This design comes from an exercise in tuning for a short achievable clock period and few clock cycles on the open sky130 flow, not from production work. RTL that was checked went through simulation tests only; none was proved equivalent to the original. No functional check of the RTL was part of run 2. Power is estimated from default activity; no workload was simulated.

==> flow/design.v <==
`timescale 1ns / 1ps
module cpu
#(
    parameter ADDR_WIDTH = 16,
    parameter DATA_WIDTH = 16
)
(
    input clk,
    input reset_n,
    input [DATA_WIDTH-1:0] data_in,
    output [ADDR_WIDTH-1:0] addr,
    output [DATA_WIDTH-1:0] data_out,
    output we_n
);
reg [15:0] AR, DR, IR, PC, AC;
reg I, E, r_we_n;
reg [7:0] D;
reg [3:0] SC;
reg [15:0] r_data_out;
assign we_n = r_we_n;
assign addr = AR; 
assign data_out = r_data_out;
always @(posedge clk or negedge reset_n)begin
if(!reset_n)begin
    AR <= 16'd0;
    DR <= 16'd0;
    IR <= 16'd0;
    PC <= 16'd0;
    AC <= 16'd0;
    I <= 1'b0;
    E <= 1'b0;
    D <= 4'd0;
    SC <= 4'd0;
    r_we_n <= 1'b1;  
end
else begin
    if(SC == 4'b0000)begin  
        r_we_n <= 1'b1;  
        AR <= PC;
        SC <= SC + 1;
    end
    if(SC == 4'b0001)begin  
        IR <= data_in;
        PC <= PC + 1;
        SC <= SC + 1;
    end
    if(SC == 4'b0010)begin  
        I <= IR[15];
        AR <= IR[11:0];
        case(IR[14:12])  
            3'b000 : D <= 8'b00000001;
            3'b001 : D <= 8'b00000010;
            3'b010 : D <= 8'b00000100;
            3'b011 : D <= 8'b00001000;
            3'b100 : D <= 8'b00010000;
            3'b101 : D <= 8'b00100000;
            3'b110 : D <= 8'b01000000;
            3'b111 : D <= 8'b10000000;
            default : D <= 8'b00000000;
        endcase
        SC <= SC + 1;   
    end
    if(SC == 4'b0011)begin  
        if(D[7] == 1'b0)begin  
            if(I == 1'b0)begin  
                SC <= SC + 1;
            end 
            else if(I == 1'b1)begin
                AR <= data_in;
                SC <= SC + 1;
            end
        end
        else if(D[7] == 1'b1)begin  
            if(I == 1'b0)begin
                case(AR)
                    16'h800 : AC <= 16'd0;         
                    16'h400 : E <= 1'b0;           
                    16'h200 : AC <= ~AC;           
                    16'h100 : E <= ~E;             
                    16'h080 : begin AC <= {E,AC[15:1]}; E <= AC[0]; end   
                    16'h040 : begin AC <= {AC[14:0],E}; E <= AC[15]; end  
                    16'h020 : AC <= AC + 1;        
                    16'h010 : if(AC[15] == 1'b0) PC <= PC + 1;  
                    16'h008 : if(AC[15] == 1'b1) PC <= PC + 1;  
                    16'h004 : if(AC == 16'd0) PC <= PC + 1;     
                    16'h002 : if(E == 1'b0) PC <= PC + 1;       
                endcase
                if(AR != 16'h001)begin  
                    SC <= 0;
                end
            end
            else if(I == 1'b1)begin
            end
        end
    end
    if(SC == 4'b0100)begin  
        if(D[0] == 1'b1)begin  
            DR <= data_in;
            SC <= SC + 1;
        end
        else if(D[1] == 1'b1)begin  
            DR <= data_in;
            SC <= SC + 1;
        end
        else if(D[2] == 1'b1)begin  
            DR <= data_in;
            SC <= SC + 1;
        end
        else if(D[3] == 1'b1)begin  
            r_we_n <= 1'b0;  
            r_data_out <= AC;
            SC <= 0;
        end
        else if(D[4] == 1'b1)begin  
            PC <= AR;
            SC <= 0;
        end
        else if(D[5] == 1'b1)begin  
            r_we_n <= 1'b0;  
            r_data_out <= PC;
            SC <= SC + 1;
        end
        else if(D[6] == 1'b1)begin  
            DR <= data_in;
            SC <= SC + 1;
        end
    end
    if(SC == 4'b0101)begin  
        if(D[0] == 1'b1)begin  
            AC <= AC & DR;
            SC <= 0;
        end
        if(D[1] == 1'b1)begin  
            {E, AC} <= AC + DR;  
            SC <= 0;
        end
        if(D[2] == 1'b1)begin  
            AC <= DR;
            SC <= 0;
        end
        if(D[5] == 1'b1)begin  
            r_we_n <= 1'b1;  
            PC <= AR + 1;
            SC <= 0;
        end
        if(D[6] == 1'b1)begin  
            DR <= DR + 1;
            SC <= SC + 1;
        end
    end
    if(SC == 4'b0110)begin  
        if(D[6] == 1'b1)begin  
            r_we_n <= 1'b0;  
            r_data_out <= DR;
            if(DR == 0)begin
                PC <= PC + 1;
            end
            SC <= 0;
        end
    end
end  
end  
endmodule
==> flow/run.sh <==
#!/bin/bash
# synth_recipe.tcl (not shown) runs the flow's synth.tcl, then flattens the netlist and writes it again
# the make line also repeats each setting of config.mk as NAME=value (left out here)
make -C /OpenROAD-flow-scripts/flow DESIGN_CONFIG=/design/flow/config.mk WORK_HOME=/design/flow/orfs CLKGATE_MAP_FILE= SYNTH_SCRIPT=/design/flow/synth_recipe.tcl finish
==> flow/config.mk <==
export PLATFORM = sky130hd
export DESIGN_NAME = cpu
export DESIGN_NICKNAME = cpu
export VERILOG_FILES = /design/flow/design.v
export SDC_FILE = /design/flow/constraint.sdc
export NUM_CORES = 4
export LEC_CHECK = 0
export CAP_MARGIN = 20
export CORE_MARGIN = 2
export CORE_UTILIZATION = 40
export SLEW_MARGIN = 20
==> flow/constraint.sdc <==
create_clock -name core_clock -period 4.0 [get_ports {clk}]
set_input_delay 0.8000 -clock core_clock [delete_from_list [all_inputs] [get_ports {clk}]]
set_output_delay 0.8000 -clock core_clock [all_outputs]
set_load 0.01 [all_outputs]
==> results.yml, run 1 <==
outcome:
  status: "finished clean"
floorplan:
  die-area_um2: 24050
  std_cell_rows: 55
  io_pins: 51
  die_w_um: 155.1
  dieHeight_um: 155.1
  coreArea_um2: 22500
  initial_core_util_pct: 40.57
sta:
  final.setup.worst_slack_ns: 0.8094
  fin_crit_sh_pct: 79.76
  fmax_ghz: 0.3134
  slew_violations: 0
  hold_viol: 0
  setup_viol: 0
  fin_skew_ns: 0.01009
  rsz0062_at_grt: "no"
  holdWs_ns: 0.4383
  maxSlewHeadroom_pct: 35.45
  tns_ns: 0
  tightestPinTransition_ns: 0.9593
  post-route-min-period_ns: 3.191
cts:
  cts_buffers: 9
  cts_tree: "done"
  cts_setup_buffers: 0
  clkSinkCount: 111
  worstSkewPairLatency_ns: 0.37
  clockRootBuffer: "clkbuf_16"
  clockBufferDepth: 2
  path_clk_slew_ns: 0.08
  cts-hold-fix-buffers: 0
  ctsResizeCount: 0
  htree_levels: 3
worst_setup_path:
  ff2ff_setup_slack_ns: 0.81
  cp.required_ns: 4.24
  r2r_end: "AC[12]"
  start_kind: "flip-flop"
  end_kind: "flip-flop"
  cp_max_fo: 13
  critical_path_arrival_ns: 3.43
  r2r_cells: 10
  rr_startpoint: "AR[0]"
  crit_type: "reg2reg"
synth:
  synthFlopType: "dfrtp_1"
  syn_nets: 1270
  ys_seq_area_share_pct: 31.31
  synth_edf_count: 16
  yosys_warnings: 1
  syn_area_um2: 9130
  synth-seq-cells: 111
  syn_area_per_cell_um2: 7.471
  postSynthCellCount: 1222
  synth_cell_types: 80
  synthArstFlopShare_pct: 85.59
finish:
  layout_common_cells: "nand2_1 (180), nor2_1 (126), o21ai_0 (113)"
  regArea_um2: 2859
  layout.nets: 1270
  final_common_cell: "nand2_1"
  nFillCells: 2278
  multi_input_comb_area_um2: 5806
  drive_gt1_share_pct: 5.873
  area_growth_pct: 11.11
placement:
  dpl_worst_slack_ns: 0.8750
  place.port_buffers: 50
  place.gp.congestion: 0.9737
  dpl.hpwl_mm: 25.36
detailed_routing:
  wl_per_cell_um: 22.56
  first_pass_iters: 5
  route.vias.total: 9755
  drc: 0
  wl_mm: 34.11
  vias_per_cell: 6.452
  drt-initial-drc-count: 1034
  ant_nets: 0
run:
  drv_cap: 0
grt:
  gr-total-overflow: 0
  antenna_found_initial: 0
  grt_usage_pct: 28.36
  grt_pass1_wl_mm: 52.93
  grt_pass1_vias: 8900
  grt_max_degree: 60
power_and_ir_drop:
  combPwrFrac_pct: 54.2
  power.density_nw_per_um2: 758.8
  clockPowerShare_pct: 11.8
  pwr-share-seq_pct: 34.0
  p_leak_nw: 3.810
  ir_drop_uv: 337.5
  internal_power_mw: 3.727
  swShare_pct: 51.58
  switchingPower_mw: 3.970
hold_path:
  hold_path.class: "in2async"
[worst max path at each step]
stage	from	endpoint	slack, ns	cells after the start
after CTS	AR[13]	AC[12]	0.85	8
after global routing	D[0]	PC[3]	0.58	8
after detailed placement	AR[13]	AC[12]	0.88	8
after global placement	AR[13]	AC[12]	0.92	8
final	AR[0]	AC[12]	0.81	10
after floorplan	AR[0]	PC[15]	1.21	9
[routing by layer]
layer | GRT usage (%) | wire [um] | up-vias | part of all wire (%)
met1 | 41.16 | 15110 | 4663 | 44
li1 | - | - | 4506 | -
met2 | 43.45 | 15070 | 528 | 44
met5 | 0 | 0 | - | 0
met3 | 4.262 | 3065 | 58 | 9.0
met4 | 8.907 | 862 | 0 | 2.5
[critical path, stage by stage (launching register included)]
cell,delay [ns]
dfrtp_1,0.49
inv_1,0.15
ha_1,0.25
or3b_2,0.53
nor4_4,0.35
nand3_1,0.28
a41oi_1,0.23
buf_4,0.23
o21ai_0,0.11
a211oi_1,0.32
a22oi_1,0.13
[cells by family (layout without fill, tap and decap cells)]
group / count (synthesis) / in the layout / synth area share, %
AND/OR/NAND/NOR: 519 / 519 / 27.57
AO/OA/AOI/OAI: 406 / 406 / 28.24
buffers and inverters: 122 / 126 / 5.153
flip-flops: 111 / 111 / 31.31
adder cells (fa/ha/maj): 30 / 30 / 4.194
XOR/XNOR: 17 / 17 / 1.631
multiplexers: 17 / 17 / 1.891
other: 0 / 1 / 0
[Yosys cell counts, drive strengths merged, types with 6 or more instances]
master / count / area (um^2)
nand3: 46 / 242.7
xor2: 8 / 70.07
nor4: 20 / 167.7
nand2: 180 / 675.7
dfrtp: 94 / 2352
nor3: 27 / 135.1
clkbuf: 79 / 300.3
a211oi: 14 / 117.6
and2: 10 / 62.56
ha: 29 / 362.9
a31oi: 22 / 152.7
nand3b: 6 / 45.04
xnor2: 9 / 78.83
buf: 9 / 42.54
nand2b: 11 / 68.82
nand4: 23 / 143.9
o31ai: 12 / 90.09
mux2i: 15 / 150.1
inv: 34 / 127.6
or4: 7 / 52.55
o211ai: 13 / 97.59
a311oi: 6 / 52.55
edfxtp: 16 / 480.5
nor2: 126 / 473.0
or3: 9 / 56.30
o21a: 10 / 75.07
o31a: 7 / 61.31
or2: 7 / 43.79
a22oi: 11 / 82.58
o22ai: 28 / 175.2
a21oi: 107 / 535.5
o21ai: 114 / 570.5
nor2b: 8 / 50.05
and3: 15 / 93.84
[state kept, by name (all words and copies together) (netlist names)]
name	flops
AC	16
AR	16
DR	16
IR	16
PC	16
r_data_out	16
D	8
SC	4
E	1
I	1
r_we_n	1
[power by group through the flow]
stage                     Combinational (mW)  Clock, mW  Sequential [mW]
after CTS                               4.11      0.925             2.58
after detailed placement                4.09          0             2.60
after global routing                    4.62      0.957             2.68
after global placement                  4.06          0             2.61
after floorplan                         3.15          0             2.04
final                                   4.17      0.909             2.62
[layout make-up]
cell class / count / area share (%)
antenna: 1 / 0.02467
tap: 285 / 3.515
multi-input combinational: 989 / 57.23
clock inverter: 6 / 0.5427
inverter: 34 / 1.258
clock buffer: 9 / 2.220
timing repair buffer: 77 / 7.030
sequential: 111 / 28.18
[per-stage QoR]
| stage | total power [mW] | instance area (um^2) | utilization (%) | std cells |
|---|---|---|---|---|
| 2_1_floorplan | 5.182 | 9130 | - | 1222 |
| 3_3_place_gp | 6.664 | 9862 | 43.83 | 1496 |
| 3_5_place_dp | 6.695 | 9862 | 43.83 | 1496 |
| 4_1_cts | 7.615 | 10140 | 45.07 | 1511 |
| 5_1_grt | 8.252 | 10140 | 45.07 | 1511 |
| 6_report | 7.697 | 10140 | 45.08 | 1512 |
Testbench counts, summed over its fixed seeds: cycles 25,494.
==> inputs of run 2 (changes only) <==
==> flow/design.v (replaced) <==
`timescale 1ns / 1ps
module cpu
#(
    parameter ADDR_WIDTH = 16,
    parameter DATA_WIDTH = 16
)
(
    input clk,
    input reset_n,
    input [DATA_WIDTH-1:0] data_in,
    output [ADDR_WIDTH-1:0] addr,
    output [DATA_WIDTH-1:0] data_out,
    output we_n
);
reg [15:0] A;        
reg [15:0] DO;       
reg        WEN;      
reg [15:0] PC;       
reg [15:0] AC;
reg        E;
reg sF, sI, sR, sW, sH;
reg oAND, oADD, oLDA, oSTA, oBUN, oBSA, oISZ;
reg zskip;           
assign addr = A;
assign data_out = DO;
assign we_n = WEN;
wire [15:0] ir = data_in;
wire [2:0] op = ir[14:12];
wire       ib = ir[15];
wire [11:0] f = ir[11:0];
wire rr = (op == 3'd7) & ~ib;
wire io = (op == 3'd7) & ib;
wire [15:0] pc1 = PC + 16'd1;
wire [15:0] pc2 = PC + 16'd2;
wire acz = (AC == 16'd0);
wire r_cla = rr & (f == 12'h800);
wire r_cle = rr & (f == 12'h400);
wire r_cma = rr & (f == 12'h200);
wire r_cme = rr & (f == 12'h100);
wire r_cir = rr & (f == 12'h080);
wire r_cil = rr & (f == 12'h040);
wire r_inc = rr & (f == 12'h020);
wire r_spa = rr & (f == 12'h010);
wire r_sna = rr & (f == 12'h008);
wire r_sza = rr & (f == 12'h004);
wire r_sze = rr & (f == 12'h002);
wire r_hlt = rr & (f == 12'h001);
wire skip = (r_spa & ~AC[15]) | (r_sna & AC[15]) | (r_sza & acz) | (r_sze & ~E);
wire [16:0] sum = {1'b0, AC} + {1'b0, data_in};
always @(posedge clk or negedge reset_n) begin
    if (!reset_n) begin
        A <= 16'd0;
        DO <= 16'd0;
        WEN <= 1'b1;
        PC <= 16'd0;
        AC <= 16'd0;
        E <= 1'b0;
        sF <= 1'b1; sI <= 1'b0; sR <= 1'b0; sW <= 1'b0; sH <= 1'b0;
        oAND <= 1'b0; oADD <= 1'b0; oLDA <= 1'b0; oSTA <= 1'b0;
        oBUN <= 1'b0; oBSA <= 1'b0; oISZ <= 1'b0;
        zskip <= 1'b0;
    end else begin
        if (sF) begin
            oAND <= (op == 3'd0);
            oADD <= (op == 3'd1);
            oLDA <= (op == 3'd2);
            oSTA <= (op == 3'd3);
            oBUN <= (op == 3'd4);
            oBSA <= (op == 3'd5);
            oISZ <= (op == 3'd6);
            if (io | r_hlt) begin
                sF <= 1'b0;
                sH <= 1'b1;
            end else if (rr) begin
                A <= skip ? pc2 : pc1;
                PC <= skip ? pc2 : pc1;
                if (r_cla) AC <= 16'd0;
                if (r_cle) E <= 1'b0;
                if (r_cma) AC <= ~AC;
                if (r_cme) E <= ~E;
                if (r_cir) begin AC <= {E, AC[15:1]}; E <= AC[0]; end
                if (r_cil) begin AC <= {AC[14:0], E}; E <= AC[15]; end
                if (r_inc) AC <= AC + 16'd1;
            end else if (op == 3'd4 && !ib) begin
                A <= {4'd0, f};
                PC <= {4'd0, f};
            end else begin
                A <= {4'd0, f};
                PC <= pc1;
                sF <= 1'b0;
                if (ib) begin
                    sI <= 1'b1;
                end else if (op == 3'd3 || op == 3'd5) begin
                    sW <= 1'b1;
                    WEN <= 1'b0;
                    DO <= (op == 3'd3) ? AC : pc1;
                end else begin
                    sR <= 1'b1;
                end
            end
        end
        if (sI) begin
            A <= data_in;
            sI <= 1'b0;
            if (oBUN) begin
                PC <= data_in;
                sF <= 1'b1;
            end else if (oSTA | oBSA) begin
                sW <= 1'b1;
                WEN <= 1'b0;
                DO <= oSTA ? AC : PC;
            end else begin
                sR <= 1'b1;
            end
        end
        if (sR) begin
            sR <= 1'b0;
            if (oISZ) begin
                DO <= data_in + 16'd1;
                zskip <= (data_in == 16'hFFFF);
                WEN <= 1'b0;
                sW <= 1'b1;
            end else begin
                if (oAND) AC <= AC & data_in;
                if (oADD) begin AC <= sum[15:0]; E <= sum[16]; end
                if (oLDA) AC <= data_in;
                A <= PC;
                sF <= 1'b1;
            end
        end
        if (sW) begin
            WEN <= 1'b1;
            sW <= 1'b0;
            sF <= 1'b1;
            if (oBSA) begin
                A <= A + 16'd1;
                PC <= A + 16'd1;
            end else if (oISZ & zskip) begin
                A <= pc1;
                PC <= pc1;
            end else begin
                A <= PC;
            end
        end
    end
end
endmodule
==> run 2 against run 1 <==
Effect of this change:
- largest power group unchanged
- register-to-register slack improved by 0.03 ns
- final cell count down 0.40%
- first-iteration DRC count rose by 28%
- combinational power shrank 4%
- clock-buffer cell count rose by 1
- highest routed layer unchanged
- wire length grew 8.1%
==> results.yml, run 2 <==
placement:
  place.gp.congestion: 1.048
  place_inst: 1490
  dpl.hpwl_mm: 26.89
  place.port_buffers: 50
  dpl_cell_area_um2: 9599
floorplan:
  die_w_um: 150.6
  initial_core_util_pct: 40.79
  coreArea_um2: 21090
  dieHeight_um: 150.6
  die-area_um2: 22690
  io_pins: 51
  std_cell_rows: 53
synth:
  synth_area_leader_cell: "dfrtp_1"
  synthArstFlopShare_pct: 100.0
  yosys-top-cells-count: "nand2_1 (144), nor2_1 (114), a21oi_1 (99)"
  yosysTopAreaCellShare_pct: 22.11
  syn_nets: 1245
  synth-seq-cells: 78
  syn_area_per_cell_um2: 7.161
  synth_most_common_cell: "nand2_1"
  synth_cell_types: 85
  postSynthCellCount: 1201
  syn_area_um2: 8601
  synthTopCellsByArea: "dfrtp_1 (22%), nand2_1 (6.3%), a21oi_1 (5.8%)"
  synthFlopType: "dfrtp_1"
  yosys_warnings: 1
  ys_seq_area_share_pct: 22.72
  synth_edf_count: 0
finish:
  area_growth_pct: 15.49
  instances_no_fill: 1506
  drive_gt1_share_pct: 9.504
  layout_common_cells: "nand2_1 (144), nor2_1 (114), a21oi_1 (99)"
  antennaDiodeCount: 0
  design_area_um2: 9933
  layout.nets: 1270
  final_common_cell: "nand2_1"
worst_setup_path:
  cp_slowest_cell: "clkdlybuf4s50_1"
  cp_top_family: "compound AO/OA/AOI/OAI gates"
  cp.required_ns: 4.27
  critPathMostFrequentCell: "a21oi_1"
  crit_type: "in2reg"
  critPathBufInv: 2
  start_kind: "primary input"
  crit_chain: "clkdlybuf4s50_1 > ha_1 > inv_1 > fa_1 > nand2b_1 > a21oi_1 > o2111a_1 > o221ai_1 > o21ai_0 > a21o_1 > a21oi_1 > o22ai_1"
  slowest_delay_ns: 0.62
  critical_path_arrival_ns: 3.86
  cp_max_fo: 7
  end_kind: "flip-flop"
sta:
  maxSlewHeadroom_pct: 29.53
  post-route-min-period_ns: 3.589
  rsz0062_at_grt: "no"
  tightestPinTransition_ns: 1.054
  fin_skew_ns: 0.01539
  hold_viol: 0
  tns_ns: 0
  fin_crit_sh_pct: 89.73
  setup_viol: 0
  slew_violations: 0
  fmax_ghz: 0.2786
cts:
  htree_levels: 3
  cts_setup_buffers: 0
  cts_buffers: 9
  cts_tree: "done"
  path_clk_slew_ns: 0.08
  clockBufferDepth: 2
  worstSkewPairLatency_ns: 0.37
  ctsResizeCount: 0
  clockRootBuffer: "clkbuf_16"
  cts-hold-fix-buffers: 0
  clkSinkCount: 78
grt:
  grt_usage_pct: 33.13
  grt_use_met2_pct: 48.66
  grtUsageMet1_pct: 46.46
  grt_max_degree: 73
  antenna_found_initial: 0
  gr-total-overflow: 0
  busiest_layer: "met2"
  grt_pass1_vias: 9567
  gr-usage-met3_pct: 7.576
  grt_pass1_wl_mm: 57.12
power_and_ir_drop:
  power.density_nw_per_um2: 688.4
  p_leak_nw: 3.836
  ir_drop_uv: 370.4
detailed_routing:
  route.vias.total: 10122
  drc: 0
  ant_nets: 0
  wl_mm: 36.88
  vias_per_cell: 6.721
  drt-initial-drc-count: 1325
  first_pass_iters: 8
  wl_per_cell_um: 24.49
hold_path:
  hold_path.class: "in2async"
run:
  drv_cap: 0
outcome:
  status: "finished clean"
## run 2: changes by cell type in the layout (fill, tap and decap cells not counted), sizes merged, moves of 15 or more
cell	delta
xor2	+15
xnor2	+32
dfrtp	-18
o21ai	-22
a211oi	+29
edfxtp	-16
nand2	-36
buf	+49
## run 2: layer usage
metal  share of wire (%)  routed length (um)
met1                  41               15230
met2                  43               15880
met3                  11                4130
met4                 4.4                1640
met5                   0                   0
## run 2: power breakdown
| group | internal, mW | leakage, nW | total, mW | switching [mW] |
|---|---|---|---|---|
| registers | 1.14 | 0.930 | 1.86 | 0.719 |
| clock network | 0.570 | 0.163 | 0.972 | 0.402 |
| logic | 1.63 | 2.74 | 4.00 | 2.37 |
| total | 3.35 | 3.84 | 6.84 | 3.49 |
## run 2: metrics by stage
stage | utilization, % | hold slack [ns] | setup slack [ns] | power (mW)
6_report | 47.10 | 0.4785 | 0.4108 | 6.838
3_5_place_dp | 45.52 | 0.4851 | 0.08420 | 5.746
3_3_place_gp | 45.52 | 0.4818 | 0.09438 | 5.721
4_1_cts | 47.09 | 0.4947 | 0.4422 | 6.726
5_1_grt | 47.10 | 0.5281 | 0.2481 | 7.262
2_1_floorplan | - | 0.4589 | 0.7755 | 4.172
## run 2: cells by family after synthesis
| logic type | count (synthesis) | synth area share [%] |
|---|---|---|
| buf+inv | 139 | 6.168 |
| fa+ha+maj | 26 | 3.870 |
| mux | 28 | 3.331 |
| compound gates | 423 | 32.66 |
| simple gates | 443 | 24.73 |
| xor+xnor | 64 | 6.517 |
| flops | 78 | 22.72 |
## run 2: path summary, 6_finish.rpt
kind                             from      to  slack [ns]  cells past startpoint
max reg2reg                     AC[1]    A[8]        0.84                     10
min in group core_clock           WEN     WEN        0.49                      2
min reg2reg                       WEN     WEN        0.49                      2
max in group asynchronous     reset_n   DO[7]        2.87                      2
max                        data_in[0]       E        0.41                     12
min                           reset_n  PC[15]        0.48                      1
## run 2: final cells by class
cell class,count,area [um^2]
Clock buffer,10,239.0
Inverter,27,101.3
Tap cell,275,344.1
Fill cell,2165,11150
Sequential cell,78,1954
Timing Repair Buffer,126,1072
Clock inverter,6,91.34
Multi-Input combinational cell,984,6131

-- separate check: timing with driven ports --
How much do the figures lean on ideal ports? The routed layouts below were timed once more, with nothing changed but the port constraints.
Step 1: set_driving_cell puts a clkbuf_16 on clk and a buf_2 on each other input, an assumption about the parent block.
Step 2, shift: input delay + t, output delay - t, t = (earliest + latest rising clock arrival at the registers) / 2. This alone moves slack from input paths to output paths.
a / b / c = ideal ports / drivers / drivers and shift; a / b = the first two.
| run | shift t [ns] | setup WS [ns] | hold WS [ns] | worst setup path at the end | pins driven straight from the clock port |
|---|---|---|---|---|---|
| run 1 | 0.411 | 0.809 / 0.809 / 0.809 | 0.438 / 0.412 / 0.476 | register to register | 1 |
| run 2 | 0.412 | 0.411 / 0.440 / 0.028 | 0.478 / 0.466 / 0.490 | input to register | 1 |
After both steps every run listed still meets setup and hold. The setup slack of run 2, which loses most, moves by +0.029 ns with the drivers and by -0.383 ns with both steps.
